What follows belongs to an exercise in optimizing a design on an open flow for small area; a production flow would make more cautious choices. The RTL was checked by simulation tests, not by an equivalence proof against the original design. Power figures rest on the tool's default switching activity, not on a simulated workload.

==> 12-10: inputs <==
Design requant, start of the top module:
module requant (
	clk,
	ce,
	rst,
	data_in,
	sync_in,
	gain,
	data_out,
	sync_out,
	addr,
	ovfl
);
Settings: LEC_CHECK=0, CAP_MARGIN=20, CORE_MARGIN=2, CORE_UTILIZATION=65, CTS_BUF_LIST=sky130_fd_sc_hd__clkbuf_8, GPL_TIMING_DRIVEN=0, PLACE_DENSITY=0.75, SLEW_MARGIN=20, SYNTH_HIERARCHICAL=1, SYNTH_MINIMUM_KEEP_SIZE=0; clock period 7.0 ns.
standard.sh (not shown) runs the stock make flow with config.mk's settings and CLKGATE_MAP_FILE= SYNTH_SCRIPT=/design/flow/synth_recipe.tcl, a recipe that flattens the netlist after the stock synthesis.
==> flow/flow/run.sh <==
#!/bin/bash
# Standard ORFS layout, with plain buf_1 cells as the port buffers.
set -euo pipefail
bash standard.sh "BUFFER_PORTS_ARGS=-buffer_cell sky130_fd_sc_hd__buf_1" finish > make_finish.log 2>&1
==> 05-12: changes against 12-10 <==
==> flow/flow/run.sh (replaced) <==
#!/bin/bash
# Standard ORFS layout, with plain buf_1 cells as the port buffers and a clock
# tree of clkbuf_8 cells without dummy loads; synthesis buffers are removed at floorplanning.
set -euo pipefail
bash standard.sh "BUFFER_PORTS_ARGS=-buffer_cell sky130_fd_sc_hd__buf_1" \
  "CTS_ARGS=-sink_clustering_enable -repair_clock_nets -buf_list sky130_fd_sc_hd__clkbuf_8 -dont_use_dummy_load" \
  REMOVE_ABC_BUFFERS=1 finish > make_finish.log 2>&1
--- a/flow/config.mk
+++ b/flow/config.mk
@@ -6,11 +6,10 @@
 export NUM_CORES = 4
 export LEC_CHECK = 0
-export CAP_MARGIN = 20
+export CAP_MARGIN = 0
 export CORE_MARGIN = 2
 export CORE_UTILIZATION = 65
-export CTS_BUF_LIST = sky130_fd_sc_hd__clkbuf_8
 export GPL_TIMING_DRIVEN = 0
 export PLACE_DENSITY = 0.75
-export SLEW_MARGIN = 20
+export SLEW_MARGIN = 0
 export SYNTH_HIERARCHICAL = 1
 export SYNTH_MINIMUM_KEEP_SIZE = 0
==> results_dict.tcl <==
set metrics [dict create \
    p_sw_mw 1.39 \
    grt_max_degree 48 \
    status "finished clean" \
    p_int_mw 2.08 \
    crit_start "data_in[17]" \
    fill_cells 1163 \
    max_freq_ghz 0.148 \
    vias 7269 \
    place_ws_ps -275 \
    cp_slowest_stage_delay_ps 1180 \
    crit_buf_inv 1 \
    antenna_cells 0 \
]
That was 05-12.
==> results_dict.tcl <==
set metrics [dict create \
    status "finished clean" \
    p_sw_mw 1.45 \
    grt_max_degree 36 \
    p_int_mw 2.20 \
    max_freq_ghz 0.151 \
    vias 7325 \
    place_ws_ps -286 \
    fill_cells 1164 \
]
That was 12-10.

========
==> run X <==
Another version of the RTL of requant (not shown whole).
==> flow/config.mk <==
export PLATFORM = sky130hd
export DESIGN_NAME = requant
export DESIGN_NICKNAME = requant
export VERILOG_FILES = /design/flow/design.v
export SDC_FILE = /design/flow/constraint.sdc
export NUM_CORES = 4
export LEC_CHECK = 0
export CAP_MARGIN = 0
export CORE_MARGIN = 2
export CORE_UTILIZATION = 65
export GPL_TIMING_DRIVEN = 0
export PLACE_DENSITY = 0.75
export SLEW_MARGIN = 0
export SYNTH_HIERARCHICAL = 1
export SYNTH_MINIMUM_KEEP_SIZE = 0
==> flow/constraint.sdc <==
create_clock -name core_clock -period 7.0 [get_ports {clk}]
set_input_delay 1.4000 -clock core_clock [delete_from_list [all_inputs] [get_ports {clk}]]
set_output_delay 1.4000 -clock core_clock [all_outputs]
set_load 0.01 [all_outputs]
==> flow/flow/run.sh <==
#!/bin/bash
# Standard ORFS layout, with plain buf_1 cells as the port buffers and a clock
# tree of clkbuf_8 cells without dummy loads.
set -euo pipefail
bash standard.sh "BUFFER_PORTS_ARGS=-buffer_cell sky130_fd_sc_hd__buf_1" \
  "CTS_ARGS=-sink_clustering_enable -repair_clock_nets -buf_list sky130_fd_sc_hd__clkbuf_8 -dont_use_dummy_load -sink_clustering_size 24 -sink_clustering_max_diameter 120" \
  finish > make_finish.log 2>&1
==> run E (differences from run X) <==
--- a/flow/design.v
+++ b/flow/design.v
@@ -755,18 +755,18 @@
 	requant_and2 u_re_w373 (.a(re_c204), .b(re_s221), .y(re_w373));
 	requant_or2 u_re_w374 (.a(re_c204), .b(re_s221), .y(re_w374));
 	requant_ao21 u_re_w375 (.a(re_w374), .b(re_w371), .c(re_w373), .y(re_w375));
 	requant_and2 u_re_w376 (.a(re_w374), .b(re_w372), .y(re_w376));
 	requant_ao21 u_re_w377 (.a(re_w376), .b(re_w370), .c(re_w375), .y(re_w377));
 	requant_ha u_re_s378 (.a(re_c222), .b(re_s241), .s(re_s378), .co(re_c379));
 	requant_fa u_re_s380 (.a(re_c242), .b(re_s261), .ci(re_c379), .s(re_s380), .co(re_c381));
-	requant_ha u_re_s382 (.a(re_c262), .b(re_s281), .s(re_s382), .co(re_c383));
-	requant_fa u_re_s384 (.a(re_c282), .b(re_s301), .ci(re_c383), .s(re_s384), .co(re_c385));
+	requant_fa u_re_s382 (.a(re_c262), .b(re_s281), .ci(re_c381), .s(re_s382), .co(re_c383));
+	requant_ha u_re_s384 (.a(re_c282), .b(re_s301), .s(re_s384), .co(re_c385));
 	requant_fa u_re_s386 (.a(re_c302), .b(re_s321), .ci(re_c385), .s(re_s386), .co(re_c387));
-	requant_ha u_re_s388 (.a(re_c322), .b(re_s341), .s(re_s388), .co(re_c389));
+	requant_fa u_re_s388 (.a(re_c322), .b(re_s341), .ci(re_c387), .s(re_s388), .co(re_c389));
 	requant_fa u_re_s390 (.a(re_c342), .b(re_s361), .ci(re_c389), .s(re_s390), .co(re_c391));
 	assign re_ovearly = re_ovhi | re_c344 | re_c346 | re_c348 | re_c350 | re_c352 | re_c354 | re_c356 | re_c358 | re_c360;
 	requant_or2 u_re_w392 (.a(re_ovearly), .b(re_c362), .y(re_w392));
 	requant_or2 u_re_w393 (.a(re_w392), .b(re_c391), .y(re_w393));
 	wire re_ovp = re_w393;
 	wire im_s = data_in[17];
 	wire [16:0] im_an = ~(data_in[16:0] ^ {17{im_s}});    
@@ -1445,69 +1445,65 @@
 	requant_and2 u_im_w373 (.a(im_c204), .b(im_s221), .y(im_w373));
 	requant_or2 u_im_w374 (.a(im_c204), .b(im_s221), .y(im_w374));
 	requant_ao21 u_im_w375 (.a(im_w374), .b(im_w371), .c(im_w373), .y(im_w375));
 	requant_and2 u_im_w376 (.a(im_w374), .b(im_w372), .y(im_w376));
 	requant_ao21 u_im_w377 (.a(im_w376), .b(im_w370), .c(im_w375), .y(im_w377));
 	requant_ha u_im_s378 (.a(im_c222), .b(im_s241), .s(im_s378), .co(im_c379));
 	requant_fa u_im_s380 (.a(im_c242), .b(im_s261), .ci(im_c379), .s(im_s380), .co(im_c381));
-	requant_ha u_im_s382 (.a(im_c262), .b(im_s281), .s(im_s382), .co(im_c383));
-	requant_fa u_im_s384 (.a(im_c282), .b(im_s301), .ci(im_c383), .s(im_s384), .co(im_c385));
+	requant_fa u_im_s382 (.a(im_c262), .b(im_s281), .ci(im_c381), .s(im_s382), .co(im_c383));
+	requant_ha u_im_s384 (.a(im_c282), .b(im_s301), .s(im_s384), .co(im_c385));
 	requant_fa u_im_s386 (.a(im_c302), .b(im_s321), .ci(im_c385), .s(im_s386), .co(im_c387));
-	requant_ha u_im_s388 (.a(im_c322), .b(im_s341), .s(im_s388), .co(im_c389));
+	requant_fa u_im_s388 (.a(im_c322), .b(im_s341), .ci(im_c387), .s(im_s388), .co(im_c389));
 	requant_fa u_im_s390 (.a(im_c342), .b(im_s361), .ci(im_c389), .s(im_s390), .co(im_c391));
 	assign im_ovearly = im_ovhi | im_c344 | im_c346 | im_c348 | im_c350 | im_c352 | im_c354 | im_c356 | im_c358 | im_c360;
 	requant_or2 u_im_w392 (.a(im_ovearly), .b(im_c362), .y(im_w392));
 	requant_or2 u_im_w393 (.a(im_w392), .b(im_c391), .y(im_w393));
 	wire im_ovp = im_w393;
 	reg re_cin_r;
 	reg re_r10_0;
 	reg re_r11_0;
-	reg re_k12_r;
 	reg re_r12_0;
+	reg re_k13_r;
 	reg re_r13_0;
 	reg re_r14_0;
-	reg re_k15_r;
 	reg re_r15_0;
 	reg re_r16_0;
 	reg re_s_r;
 	reg re_ovp_r;
 	reg im_cin_r;
 	reg im_r10_0;
 	reg im_r11_0;
-	reg im_k12_r;
 	reg im_r12_0;
+	reg im_k13_r;
 	reg im_r13_0;
 	reg im_r14_0;
-	reg im_k15_r;
 	reg im_r15_0;
 	reg im_r16_0;
 	reg im_s_r;
 	reg im_ovp_r;
 	always @(posedge clk)
 		if (ce) begin
 			re_cin_r <= re_w377;
 			re_r10_0 <= re_s378;
 			re_r11_0 <= re_s380;
-			re_k12_r <= re_c381;
 			re_r12_0 <= re_s382;
+			re_k13_r <= re_c383;
 			re_r13_0 <= re_s384;
 			re_r14_0 <= re_s386;
-			re_k15_r <= re_c387;
 			re_r15_0 <= re_s388;
 			re_r16_0 <= re_s390;
 			re_s_r <= re_s;
 			re_ovp_r <= re_ovp;
 			im_cin_r <= im_w377;
 			im_r10_0 <= im_s378;
 			im_r11_0 <= im_s380;
-			im_k12_r <= im_c381;
 			im_r12_0 <= im_s382;
+			im_k13_r <= im_c383;
 			im_r13_0 <= im_s384;
 			im_r14_0 <= im_s386;
-			im_k15_r <= im_c387;
 			im_r15_0 <= im_s388;
 			im_r16_0 <= im_s390;
 			im_s_r <= im_s;
 			im_ovp_r <= im_ovp;
 		end
 	wire re2_s1;
 	wire re2_c2;
@@ -1521,18 +1517,18 @@
 	wire re2_c10;
 	wire re2_s11;
 	wire re2_c12;
 	wire re2_s13;
 	wire re2_c14;
 	requant_ha u_re2_s1 (.a(re_cin_r), .b(re_r10_0), .s(re2_s1), .co(re2_c2));
 	requant_ha u_re2_s3 (.a(re_r11_0), .b(re2_c2), .s(re2_s3), .co(re2_c4));
-	requant_fa u_re2_s5 (.a(re_k12_r), .b(re_r12_0), .ci(re2_c4), .s(re2_s5), .co(re2_c6));
-	requant_ha u_re2_s7 (.a(re_r13_0), .b(re2_c6), .s(re2_s7), .co(re2_c8));
+	requant_ha u_re2_s5 (.a(re_r12_0), .b(re2_c4), .s(re2_s5), .co(re2_c6));
+	requant_fa u_re2_s7 (.a(re_k13_r), .b(re_r13_0), .ci(re2_c6), .s(re2_s7), .co(re2_c8));
 	requant_ha u_re2_s9 (.a(re_r14_0), .b(re2_c8), .s(re2_s9), .co(re2_c10));
-	requant_fa u_re2_s11 (.a(re_k15_r), .b(re_r15_0), .ci(re2_c10), .s(re2_s11), .co(re2_c12));
+	requant_ha u_re2_s11 (.a(re_r15_0), .b(re2_c10), .s(re2_s11), .co(re2_c12));
 	requant_ha u_re2_s13 (.a(re_r16_0), .b(re2_c12), .s(re2_s13), .co(re2_c14));
 	wire [8:0] re_f = finish2({re2_s13, re2_s11, re2_s9, re2_s7, re2_s5, re2_s3, re2_s1}, re_s_r, re_ovp_r | re2_c14);
 	wire im2_s1;
 	wire im2_c2;
 	wire im2_s3;
 	wire im2_c4;
 	wire im2_s5;
@@ -1543,18 +1539,18 @@
 	wire im2_c10;
 	wire im2_s11;
 	wire im2_c12;
 	wire im2_s13;
 	wire im2_c14;
 	requant_ha u_im2_s1 (.a(im_cin_r), .b(im_r10_0), .s(im2_s1), .co(im2_c2));
 	requant_ha u_im2_s3 (.a(im_r11_0), .b(im2_c2), .s(im2_s3), .co(im2_c4));
-	requant_fa u_im2_s5 (.a(im_k12_r), .b(im_r12_0), .ci(im2_c4), .s(im2_s5), .co(im2_c6));
-	requant_ha u_im2_s7 (.a(im_r13_0), .b(im2_c6), .s(im2_s7), .co(im2_c8));
+	requant_ha u_im2_s5 (.a(im_r12_0), .b(im2_c4), .s(im2_s5), .co(im2_c6));
+	requant_fa u_im2_s7 (.a(im_k13_r), .b(im_r13_0), .ci(im2_c6), .s(im2_s7), .co(im2_c8));
 	requant_ha u_im2_s9 (.a(im_r14_0), .b(im2_c8), .s(im2_s9), .co(im2_c10));
-	requant_fa u_im2_s11 (.a(im_k15_r), .b(im_r15_0), .ci(im2_c10), .s(im2_s11), .co(im2_c12));
+	requant_ha u_im2_s11 (.a(im_r15_0), .b(im2_c10), .s(im2_s11), .co(im2_c12));
 	requant_ha u_im2_s13 (.a(im_r16_0), .b(im2_c12), .s(im2_s13), .co(im2_c14));
 	wire [8:0] im_f = finish2({im2_s13, im2_s11, im2_s9, im2_s7, im2_s5, im2_s3, im2_s1}, im_s_r, im_ovp_r | im2_c14);
 	function automatic [8:0] finish1;
 		input [6:0] q0;
 		input cin, s, ovp;
 		reg [7:0] v, r;
 		reg [8:0] cy;
==> flow/flow/run.sh (replaced) <==
#!/bin/bash
# Standard ORFS layout, with plain buf_1 cells as the port buffers.
set -euo pipefail
bash standard.sh "BUFFER_PORTS_ARGS=-buffer_cell sky130_fd_sc_hd__buf_1" finish > make_finish.log 2>&1
Settings changed: CAP_MARGIN 0 to 20, CORE_UTILIZATION 65 to 40, CTS_BUF_LIST set to sky130_fd_sc_hd__clkbuf_8, PLACE_DENSITY 0.75 to not set, SLEW_MARGIN 0 to 20.
==> run R (differences from run X) <==
==> flow/flow/run.sh (replaced) <==
#!/bin/bash
# Standard ORFS layout, with plain buf_1 cells as the port buffers and
# power recovery (downsizing of gates off the critical paths) after global routing.
set -euo pipefail
bash standard.sh "BUFFER_PORTS_ARGS=-buffer_cell sky130_fd_sc_hd__buf_1" RECOVER_POWER=100 finish > make_finish.log 2>&1
Settings changed: CAP_MARGIN 0 to 20, CTS_BUF_LIST set to sky130_fd_sc_hd__clkbuf_8, SLEW_MARGIN 0 to 20.
==> notes <==
- Run E finished with timing, DRC and antenna clean. Run R completed, yet does not pass: capacitance limit, slew limit. Run X completed without violations.
- The highest clock power belongs to run E, the lowest to run X.
- Non-clock buffer count: run E > run R > run X.
- Final cell count, highest first: run E, run R, run X.
- Between run X and run R, the lower count of clock-buffer cells in the layout is in run X (gap 1).
- Critical path depth, highest first: run E, run R, run X.
- Between run R and run E, the lower sequential power is in run E (gap about 4%, measured against run E).
- Against run X, the die area of run E is higher by 59%.
- Between run E and run R, the lower register-to-register slack is in run R (gap 0.18 ns).
==> figures <==
	run E	run R	run X
Result of the run	finished clean	finished with violations	finished clean
Violated checks	-	capacitance limit, slew limit	-
Synthesized area per cell	11.34 um^2	11.38 um^2	11.38 um^2
Max stage delay cell, worst path	sky130_fd_sc_hd__xnor2_1	sky130_fd_sc_hd__fa_1	sky130_fd_sc_hd__xnor2_1
Die Y-Extent	166.1 um	131.6 um	131.6 um
Number of clock buffer instances in the layout	9	10	9
Proportion of synthesized area in mux cells	0.4998%	0.4969%	0.4969%
Worst setup slack before clock tree synthesis	-0.8550 ns	-0.3077 ns	-0.2474 ns
Share of the final layout cell area in multi-input gates	68.69%	69.25%	69.56%
Final Hold Slack	0.3361 ns	0.3310 ns	0.3311 ns
Vias per cell	5.182	5.866	5.862
Clock network area share	1.596%	1.511%	1.096%
Signal inverters	12	11	11
Worst setup endpoint	im_ovp_r	im_r14_0	im_r14_0
Post-synthesis share of cell area spent on and, or, nand and nor gates	16.94%	16.85%	16.85%
Psw	1541 uW	1577 uW	1545 uW
Design internal power	2233 uW	2284 uW	2257 uW
Layout Cells excl Fill	1362	1243	1232

========
==> wip/umber: inputs <==
RTL: one of the versions met above, not the one the previous note started from.
// requant
module requant (
	clk,
	ce,
	rst,
	data_in,
	sync_in,
	gain,
	data_out,
	sync_out,
	addr,
	ovfl
);
Settings: LEC_CHECK=0, CAP_MARGIN=20, CORE_MARGIN=2, CORE_UTILIZATION=65, CTS_BUF_LIST=sky130_fd_sc_hd__clkbuf_8, GPL_TIMING_DRIVEN=0, PLACE_DENSITY=0.75, SLEW_MARGIN=20, SYNTH_HIERARCHICAL=1, SYNTH_MINIMUM_KEEP_SIZE=0; clock period 7.0 ns.
==> flow/flow/run.sh <==
#!/bin/bash
# Standard ORFS layout, with plain buf_1 cells as the port buffers.
set -euo pipefail
bash standard.sh "BUFFER_PORTS_ARGS=-buffer_cell sky130_fd_sc_hd__buf_1" finish > make_finish.log 2>&1
==> wip/indigo: changes against wip/umber <==
--- a/flow/design.v
+++ b/flow/design.v
@@ -757,14 +757,14 @@
 	requant_ao21 u_re_w375 (.a(re_w374), .b(re_w371), .c(re_w373), .y(re_w375));
 	requant_and2 u_re_w376 (.a(re_w374), .b(re_w372), .y(re_w376));
 	requant_ao21 u_re_w377 (.a(re_w376), .b(re_w370), .c(re_w375), .y(re_w377));
 	requant_ha u_re_s378 (.a(re_c222), .b(re_s241), .s(re_s378), .co(re_c379));
 	requant_fa u_re_s380 (.a(re_c242), .b(re_s261), .ci(re_c379), .s(re_s380), .co(re_c381));
-	requant_fa u_re_s382 (.a(re_c262), .b(re_s281), .ci(re_c381), .s(re_s382), .co(re_c383));
-	requant_ha u_re_s384 (.a(re_c282), .b(re_s301), .s(re_s384), .co(re_c385));
+	requant_ha u_re_s382 (.a(re_c262), .b(re_s281), .s(re_s382), .co(re_c383));
+	requant_fa u_re_s384 (.a(re_c282), .b(re_s301), .ci(re_c383), .s(re_s384), .co(re_c385));
 	requant_fa u_re_s386 (.a(re_c302), .b(re_s321), .ci(re_c385), .s(re_s386), .co(re_c387));
-	requant_fa u_re_s388 (.a(re_c322), .b(re_s341), .ci(re_c387), .s(re_s388), .co(re_c389));
+	requant_ha u_re_s388 (.a(re_c322), .b(re_s341), .s(re_s388), .co(re_c389));
 	requant_fa u_re_s390 (.a(re_c342), .b(re_s361), .ci(re_c389), .s(re_s390), .co(re_c391));
 	assign re_ovearly = re_ovhi | re_c344 | re_c346 | re_c348 | re_c350 | re_c352 | re_c354 | re_c356 | re_c358 | re_c360;
 	requant_or2 u_re_w392 (.a(re_ovearly), .b(re_c362), .y(re_w392));
 	requant_or2 u_re_w393 (.a(re_w392), .b(re_c391), .y(re_w393));
 	wire re_ovp = re_w393;
@@ -1447,61 +1447,65 @@
 	requant_ao21 u_im_w375 (.a(im_w374), .b(im_w371), .c(im_w373), .y(im_w375));
 	requant_and2 u_im_w376 (.a(im_w374), .b(im_w372), .y(im_w376));
 	requant_ao21 u_im_w377 (.a(im_w376), .b(im_w370), .c(im_w375), .y(im_w377));
 	requant_ha u_im_s378 (.a(im_c222), .b(im_s241), .s(im_s378), .co(im_c379));
 	requant_fa u_im_s380 (.a(im_c242), .b(im_s261), .ci(im_c379), .s(im_s380), .co(im_c381));
-	requant_fa u_im_s382 (.a(im_c262), .b(im_s281), .ci(im_c381), .s(im_s382), .co(im_c383));
-	requant_ha u_im_s384 (.a(im_c282), .b(im_s301), .s(im_s384), .co(im_c385));
+	requant_ha u_im_s382 (.a(im_c262), .b(im_s281), .s(im_s382), .co(im_c383));
+	requant_fa u_im_s384 (.a(im_c282), .b(im_s301), .ci(im_c383), .s(im_s384), .co(im_c385));
 	requant_fa u_im_s386 (.a(im_c302), .b(im_s321), .ci(im_c385), .s(im_s386), .co(im_c387));
-	requant_fa u_im_s388 (.a(im_c322), .b(im_s341), .ci(im_c387), .s(im_s388), .co(im_c389));
+	requant_ha u_im_s388 (.a(im_c322), .b(im_s341), .s(im_s388), .co(im_c389));
 	requant_fa u_im_s390 (.a(im_c342), .b(im_s361), .ci(im_c389), .s(im_s390), .co(im_c391));
 	assign im_ovearly = im_ovhi | im_c344 | im_c346 | im_c348 | im_c350 | im_c352 | im_c354 | im_c356 | im_c358 | im_c360;
 	requant_or2 u_im_w392 (.a(im_ovearly), .b(im_c362), .y(im_w392));
 	requant_or2 u_im_w393 (.a(im_w392), .b(im_c391), .y(im_w393));
 	wire im_ovp = im_w393;
 	reg re_cin_r;
 	reg re_r10_0;
 	reg re_r11_0;
+	reg re_k12_r;
 	reg re_r12_0;
-	reg re_k13_r;
 	reg re_r13_0;
 	reg re_r14_0;
+	reg re_k15_r;
 	reg re_r15_0;
 	reg re_r16_0;
 	reg re_s_r;
 	reg re_ovp_r;
 	reg im_cin_r;
 	reg im_r10_0;
 	reg im_r11_0;
+	reg im_k12_r;
 	reg im_r12_0;
-	reg im_k13_r;
 	reg im_r13_0;
 	reg im_r14_0;
+	reg im_k15_r;
 	reg im_r15_0;
 	reg im_r16_0;
 	reg im_s_r;
 	reg im_ovp_r;
 	always @(posedge clk)
 		if (ce) begin
 			re_cin_r <= re_w377;
 			re_r10_0 <= re_s378;
 			re_r11_0 <= re_s380;
+			re_k12_r <= re_c381;
 			re_r12_0 <= re_s382;
-			re_k13_r <= re_c383;
 			re_r13_0 <= re_s384;
 			re_r14_0 <= re_s386;
+			re_k15_r <= re_c387;
 			re_r15_0 <= re_s388;
 			re_r16_0 <= re_s390;
 			re_s_r <= re_s;
 			re_ovp_r <= re_ovp;
 			im_cin_r <= im_w377;
 			im_r10_0 <= im_s378;
 			im_r11_0 <= im_s380;
+			im_k12_r <= im_c381;
 			im_r12_0 <= im_s382;
-			im_k13_r <= im_c383;
 			im_r13_0 <= im_s384;
 			im_r14_0 <= im_s386;
+			im_k15_r <= im_c387;
 			im_r15_0 <= im_s388;
 			im_r16_0 <= im_s390;
 			im_s_r <= im_s;
 			im_ovp_r <= im_ovp;
 		end
@@ -1519,14 +1523,14 @@
 	wire re2_c12;
 	wire re2_s13;
 	wire re2_c14;
 	requant_ha u_re2_s1 (.a(re_cin_r), .b(re_r10_0), .s(re2_s1), .co(re2_c2));
 	requant_ha u_re2_s3 (.a(re_r11_0), .b(re2_c2), .s(re2_s3), .co(re2_c4));
-	requant_ha u_re2_s5 (.a(re_r12_0), .b(re2_c4), .s(re2_s5), .co(re2_c6));
-	requant_fa u_re2_s7 (.a(re_k13_r), .b(re_r13_0), .ci(re2_c6), .s(re2_s7), .co(re2_c8));
+	requant_fa u_re2_s5 (.a(re_k12_r), .b(re_r12_0), .ci(re2_c4), .s(re2_s5), .co(re2_c6));
+	requant_ha u_re2_s7 (.a(re_r13_0), .b(re2_c6), .s(re2_s7), .co(re2_c8));
 	requant_ha u_re2_s9 (.a(re_r14_0), .b(re2_c8), .s(re2_s9), .co(re2_c10));
-	requant_ha u_re2_s11 (.a(re_r15_0), .b(re2_c10), .s(re2_s11), .co(re2_c12));
+	requant_fa u_re2_s11 (.a(re_k15_r), .b(re_r15_0), .ci(re2_c10), .s(re2_s11), .co(re2_c12));
 	requant_ha u_re2_s13 (.a(re_r16_0), .b(re2_c12), .s(re2_s13), .co(re2_c14));
 	wire [8:0] re_f = finish2({re2_s13, re2_s11, re2_s9, re2_s7, re2_s5, re2_s3, re2_s1}, re_s_r, re_ovp_r | re2_c14);
 	wire im2_s1;
 	wire im2_c2;
 	wire im2_s3;
@@ -1541,14 +1545,14 @@
 	wire im2_c12;
 	wire im2_s13;
 	wire im2_c14;
 	requant_ha u_im2_s1 (.a(im_cin_r), .b(im_r10_0), .s(im2_s1), .co(im2_c2));
 	requant_ha u_im2_s3 (.a(im_r11_0), .b(im2_c2), .s(im2_s3), .co(im2_c4));
-	requant_ha u_im2_s5 (.a(im_r12_0), .b(im2_c4), .s(im2_s5), .co(im2_c6));
-	requant_fa u_im2_s7 (.a(im_k13_r), .b(im_r13_0), .ci(im2_c6), .s(im2_s7), .co(im2_c8));
+	requant_fa u_im2_s5 (.a(im_k12_r), .b(im_r12_0), .ci(im2_c4), .s(im2_s5), .co(im2_c6));
+	requant_ha u_im2_s7 (.a(im_r13_0), .b(im2_c6), .s(im2_s7), .co(im2_c8));
 	requant_ha u_im2_s9 (.a(im_r14_0), .b(im2_c8), .s(im2_s9), .co(im2_c10));
-	requant_ha u_im2_s11 (.a(im_r15_0), .b(im2_c10), .s(im2_s11), .co(im2_c12));
+	requant_fa u_im2_s11 (.a(im_k15_r), .b(im_r15_0), .ci(im2_c10), .s(im2_s11), .co(im2_c12));
 	requant_ha u_im2_s13 (.a(im_r16_0), .b(im2_c12), .s(im2_s13), .co(im2_c14));
 	wire [8:0] im_f = finish2({im2_s13, im2_s11, im2_s9, im2_s7, im2_s5, im2_s3, im2_s1}, im_s_r, im_ovp_r | im2_c14);
 	function automatic [8:0] finish1;
 		input [6:0] q0;
 		input cin, s, ovp;
==> wip/xenon: changes against wip/umber <==
--- a/flow/design.v
+++ b/flow/design.v
@@ -757,14 +757,14 @@
 	requant_ao21 u_re_w375 (.a(re_w374), .b(re_w371), .c(re_w373), .y(re_w375));
 	requant_and2 u_re_w376 (.a(re_w374), .b(re_w372), .y(re_w376));
 	requant_ao21 u_re_w377 (.a(re_w376), .b(re_w370), .c(re_w375), .y(re_w377));
 	requant_ha u_re_s378 (.a(re_c222), .b(re_s241), .s(re_s378), .co(re_c379));
 	requant_fa u_re_s380 (.a(re_c242), .b(re_s261), .ci(re_c379), .s(re_s380), .co(re_c381));
-	requant_fa u_re_s382 (.a(re_c262), .b(re_s281), .ci(re_c381), .s(re_s382), .co(re_c383));
-	requant_ha u_re_s384 (.a(re_c282), .b(re_s301), .s(re_s384), .co(re_c385));
+	requant_ha u_re_s382 (.a(re_c262), .b(re_s281), .s(re_s382), .co(re_c383));
+	requant_fa u_re_s384 (.a(re_c282), .b(re_s301), .ci(re_c383), .s(re_s384), .co(re_c385));
 	requant_fa u_re_s386 (.a(re_c302), .b(re_s321), .ci(re_c385), .s(re_s386), .co(re_c387));
-	requant_fa u_re_s388 (.a(re_c322), .b(re_s341), .ci(re_c387), .s(re_s388), .co(re_c389));
+	requant_ha u_re_s388 (.a(re_c322), .b(re_s341), .s(re_s388), .co(re_c389));
 	requant_fa u_re_s390 (.a(re_c342), .b(re_s361), .ci(re_c389), .s(re_s390), .co(re_c391));
 	assign re_ovearly = re_ovhi | re_c344 | re_c346 | re_c348 | re_c350 | re_c352 | re_c354 | re_c356 | re_c358 | re_c360;
 	requant_or2 u_re_w392 (.a(re_ovearly), .b(re_c362), .y(re_w392));
 	requant_or2 u_re_w393 (.a(re_w392), .b(re_c391), .y(re_w393));
 	wire re_ovp = re_w393;
@@ -1447,61 +1447,65 @@
 	requant_ao21 u_im_w375 (.a(im_w374), .b(im_w371), .c(im_w373), .y(im_w375));
 	requant_and2 u_im_w376 (.a(im_w374), .b(im_w372), .y(im_w376));
 	requant_ao21 u_im_w377 (.a(im_w376), .b(im_w370), .c(im_w375), .y(im_w377));
 	requant_ha u_im_s378 (.a(im_c222), .b(im_s241), .s(im_s378), .co(im_c379));
 	requant_fa u_im_s380 (.a(im_c242), .b(im_s261), .ci(im_c379), .s(im_s380), .co(im_c381));
-	requant_fa u_im_s382 (.a(im_c262), .b(im_s281), .ci(im_c381), .s(im_s382), .co(im_c383));
-	requant_ha u_im_s384 (.a(im_c282), .b(im_s301), .s(im_s384), .co(im_c385));
+	requant_ha u_im_s382 (.a(im_c262), .b(im_s281), .s(im_s382), .co(im_c383));
+	requant_fa u_im_s384 (.a(im_c282), .b(im_s301), .ci(im_c383), .s(im_s384), .co(im_c385));
 	requant_fa u_im_s386 (.a(im_c302), .b(im_s321), .ci(im_c385), .s(im_s386), .co(im_c387));
-	requant_fa u_im_s388 (.a(im_c322), .b(im_s341), .ci(im_c387), .s(im_s388), .co(im_c389));
+	requant_ha u_im_s388 (.a(im_c322), .b(im_s341), .s(im_s388), .co(im_c389));
 	requant_fa u_im_s390 (.a(im_c342), .b(im_s361), .ci(im_c389), .s(im_s390), .co(im_c391));
 	assign im_ovearly = im_ovhi | im_c344 | im_c346 | im_c348 | im_c350 | im_c352 | im_c354 | im_c356 | im_c358 | im_c360;
 	requant_or2 u_im_w392 (.a(im_ovearly), .b(im_c362), .y(im_w392));
 	requant_or2 u_im_w393 (.a(im_w392), .b(im_c391), .y(im_w393));
 	wire im_ovp = im_w393;
 	reg re_cin_r;
 	reg re_r10_0;
 	reg re_r11_0;
+	reg re_k12_r;
 	reg re_r12_0;
-	reg re_k13_r;
 	reg re_r13_0;
 	reg re_r14_0;
+	reg re_k15_r;
 	reg re_r15_0;
 	reg re_r16_0;
 	reg re_s_r;
 	reg re_ovp_r;
 	reg im_cin_r;
 	reg im_r10_0;
 	reg im_r11_0;
+	reg im_k12_r;
 	reg im_r12_0;
-	reg im_k13_r;
 	reg im_r13_0;
 	reg im_r14_0;
+	reg im_k15_r;
 	reg im_r15_0;
 	reg im_r16_0;
 	reg im_s_r;
 	reg im_ovp_r;
 	always @(posedge clk)
 		if (ce) begin
 			re_cin_r <= re_w377;
 			re_r10_0 <= re_s378;
 			re_r11_0 <= re_s380;
+			re_k12_r <= re_c381;
 			re_r12_0 <= re_s382;
-			re_k13_r <= re_c383;
 			re_r13_0 <= re_s384;
 			re_r14_0 <= re_s386;
+			re_k15_r <= re_c387;
 			re_r15_0 <= re_s388;
 			re_r16_0 <= re_s390;
 			re_s_r <= re_s;
 			re_ovp_r <= re_ovp;
 			im_cin_r <= im_w377;
 			im_r10_0 <= im_s378;
 			im_r11_0 <= im_s380;
+			im_k12_r <= im_c381;
 			im_r12_0 <= im_s382;
-			im_k13_r <= im_c383;
 			im_r13_0 <= im_s384;
 			im_r14_0 <= im_s386;
+			im_k15_r <= im_c387;
 			im_r15_0 <= im_s388;
 			im_r16_0 <= im_s390;
 			im_s_r <= im_s;
 			im_ovp_r <= im_ovp;
 		end
@@ -1519,14 +1523,14 @@
 	wire re2_c12;
 	wire re2_s13;
 	wire re2_c14;
 	requant_ha u_re2_s1 (.a(re_cin_r), .b(re_r10_0), .s(re2_s1), .co(re2_c2));
 	requant_ha u_re2_s3 (.a(re_r11_0), .b(re2_c2), .s(re2_s3), .co(re2_c4));
-	requant_ha u_re2_s5 (.a(re_r12_0), .b(re2_c4), .s(re2_s5), .co(re2_c6));
-	requant_fa u_re2_s7 (.a(re_k13_r), .b(re_r13_0), .ci(re2_c6), .s(re2_s7), .co(re2_c8));
+	requant_fa u_re2_s5 (.a(re_k12_r), .b(re_r12_0), .ci(re2_c4), .s(re2_s5), .co(re2_c6));
+	requant_ha u_re2_s7 (.a(re_r13_0), .b(re2_c6), .s(re2_s7), .co(re2_c8));
 	requant_ha u_re2_s9 (.a(re_r14_0), .b(re2_c8), .s(re2_s9), .co(re2_c10));
-	requant_ha u_re2_s11 (.a(re_r15_0), .b(re2_c10), .s(re2_s11), .co(re2_c12));
+	requant_fa u_re2_s11 (.a(re_k15_r), .b(re_r15_0), .ci(re2_c10), .s(re2_s11), .co(re2_c12));
 	requant_ha u_re2_s13 (.a(re_r16_0), .b(re2_c12), .s(re2_s13), .co(re2_c14));
 	wire [8:0] re_f = finish2({re2_s13, re2_s11, re2_s9, re2_s7, re2_s5, re2_s3, re2_s1}, re_s_r, re_ovp_r | re2_c14);
 	wire im2_s1;
 	wire im2_c2;
 	wire im2_s3;
@@ -1541,14 +1545,14 @@
 	wire im2_c12;
 	wire im2_s13;
 	wire im2_c14;
 	requant_ha u_im2_s1 (.a(im_cin_r), .b(im_r10_0), .s(im2_s1), .co(im2_c2));
 	requant_ha u_im2_s3 (.a(im_r11_0), .b(im2_c2), .s(im2_s3), .co(im2_c4));
-	requant_ha u_im2_s5 (.a(im_r12_0), .b(im2_c4), .s(im2_s5), .co(im2_c6));
-	requant_fa u_im2_s7 (.a(im_k13_r), .b(im_r13_0), .ci(im2_c6), .s(im2_s7), .co(im2_c8));
+	requant_fa u_im2_s5 (.a(im_k12_r), .b(im_r12_0), .ci(im2_c4), .s(im2_s5), .co(im2_c6));
+	requant_ha u_im2_s7 (.a(im_r13_0), .b(im2_c6), .s(im2_s7), .co(im2_c8));
 	requant_ha u_im2_s9 (.a(im_r14_0), .b(im2_c8), .s(im2_s9), .co(im2_c10));
-	requant_ha u_im2_s11 (.a(im_r15_0), .b(im2_c10), .s(im2_s11), .co(im2_c12));
+	requant_fa u_im2_s11 (.a(im_k15_r), .b(im_r15_0), .ci(im2_c10), .s(im2_s11), .co(im2_c12));
 	requant_ha u_im2_s13 (.a(im_r16_0), .b(im2_c12), .s(im2_s13), .co(im2_c14));
 	wire [8:0] im_f = finish2({im2_s13, im2_s11, im2_s9, im2_s7, im2_s5, im2_s3, im2_s1}, im_s_r, im_ovp_r | im2_c14);
 	function automatic [8:0] finish1;
 		input [6:0] q0;
 		input cin, s, ovp;
==> flow/flow/run.sh (replaced) <==
#!/bin/bash
# Standard ORFS layout, with plain buf_1 cells as the port buffers and a clock
# tree of clkbuf_8 cells without dummy loads; synthesis buffers are removed at floorplanning.
set -euo pipefail
bash standard.sh "BUFFER_PORTS_ARGS=-buffer_cell sky130_fd_sc_hd__buf_1" \
  "CTS_ARGS=-sink_clustering_enable -repair_clock_nets -buf_list sky130_fd_sc_hd__clkbuf_8 -dont_use_dummy_load" \
  REMOVE_ABC_BUFFERS=1 finish > make_finish.log 2>&1
CAP_MARGIN = 0   (was 20)
CTS_BUF_LIST = unset   (was sky130_fd_sc_hd__clkbuf_8)
SLEW_MARGIN = 0   (was 20)
==> summary of the runs <==
In sequential power, wip/indigo and wip/xenon hardly differ. Against wip/xenon, the clock-buffer cell count of wip/indigo is higher by 1. In synthesized cell count, wip/indigo and wip/xenon do not differ. Combinational power is about the same in wip/umber and wip/indigo. In wip/indigo the final area is smaller than in wip/umber, by 0.69%. Sequential cell count: wip/indigo is higher than wip/umber (2). In final cell count, wip/indigo and wip/umber do not differ.

==> port drivers added, routing unchanged <==
Ports are ideal in the flow. The routed layouts listed here were re-timed in OpenROAD.
Step 1 assumes that a clkbuf_16 drives the clock port and a buf_2 every other input.
Step 2, shift: input delay + t, output delay - t, t = (earliest + latest rising clock arrival at the registers) / 2. This alone moves slack from input paths to output paths.
a / b / c = no drivers / after step 1 / after step 2; a / b = the first two.
run	t, ns	setup slack, ns	hold slack, ns
12-10	0.376	0.376 / 0.382 / 0.007	0.336 / 0.336 / 0.336
05-12	0.367	0.228 / 0.241 / -0.126	0.332 / 0.332 / 0.332
run X	0.362	0.309 / 0.295 / -0.068	0.331 / 0.331 / 0.331
run E	0.385	0.111 / 0.123 / -0.262	0.336 / 0.336 / 0.336
run R	0.382	0.352 / 0.365 / -0.017	0.331 / 0.331 / 0.331
wip/umber	0.377	0.141 / 0.154 / -0.223	0.331 / 0.331 / 0.331
wip/indigo	0.384	0.347 / 0.361 / -0.022	0.331 / 0.331 / 0.331
wip/xenon	0.375	0.343 / 0.353 / -0.022	0.330 / 0.330 / 0.330
The setup slack of run X, which loses most, moves by -0.014 ns with the drivers and by -0.377 ns with both steps.
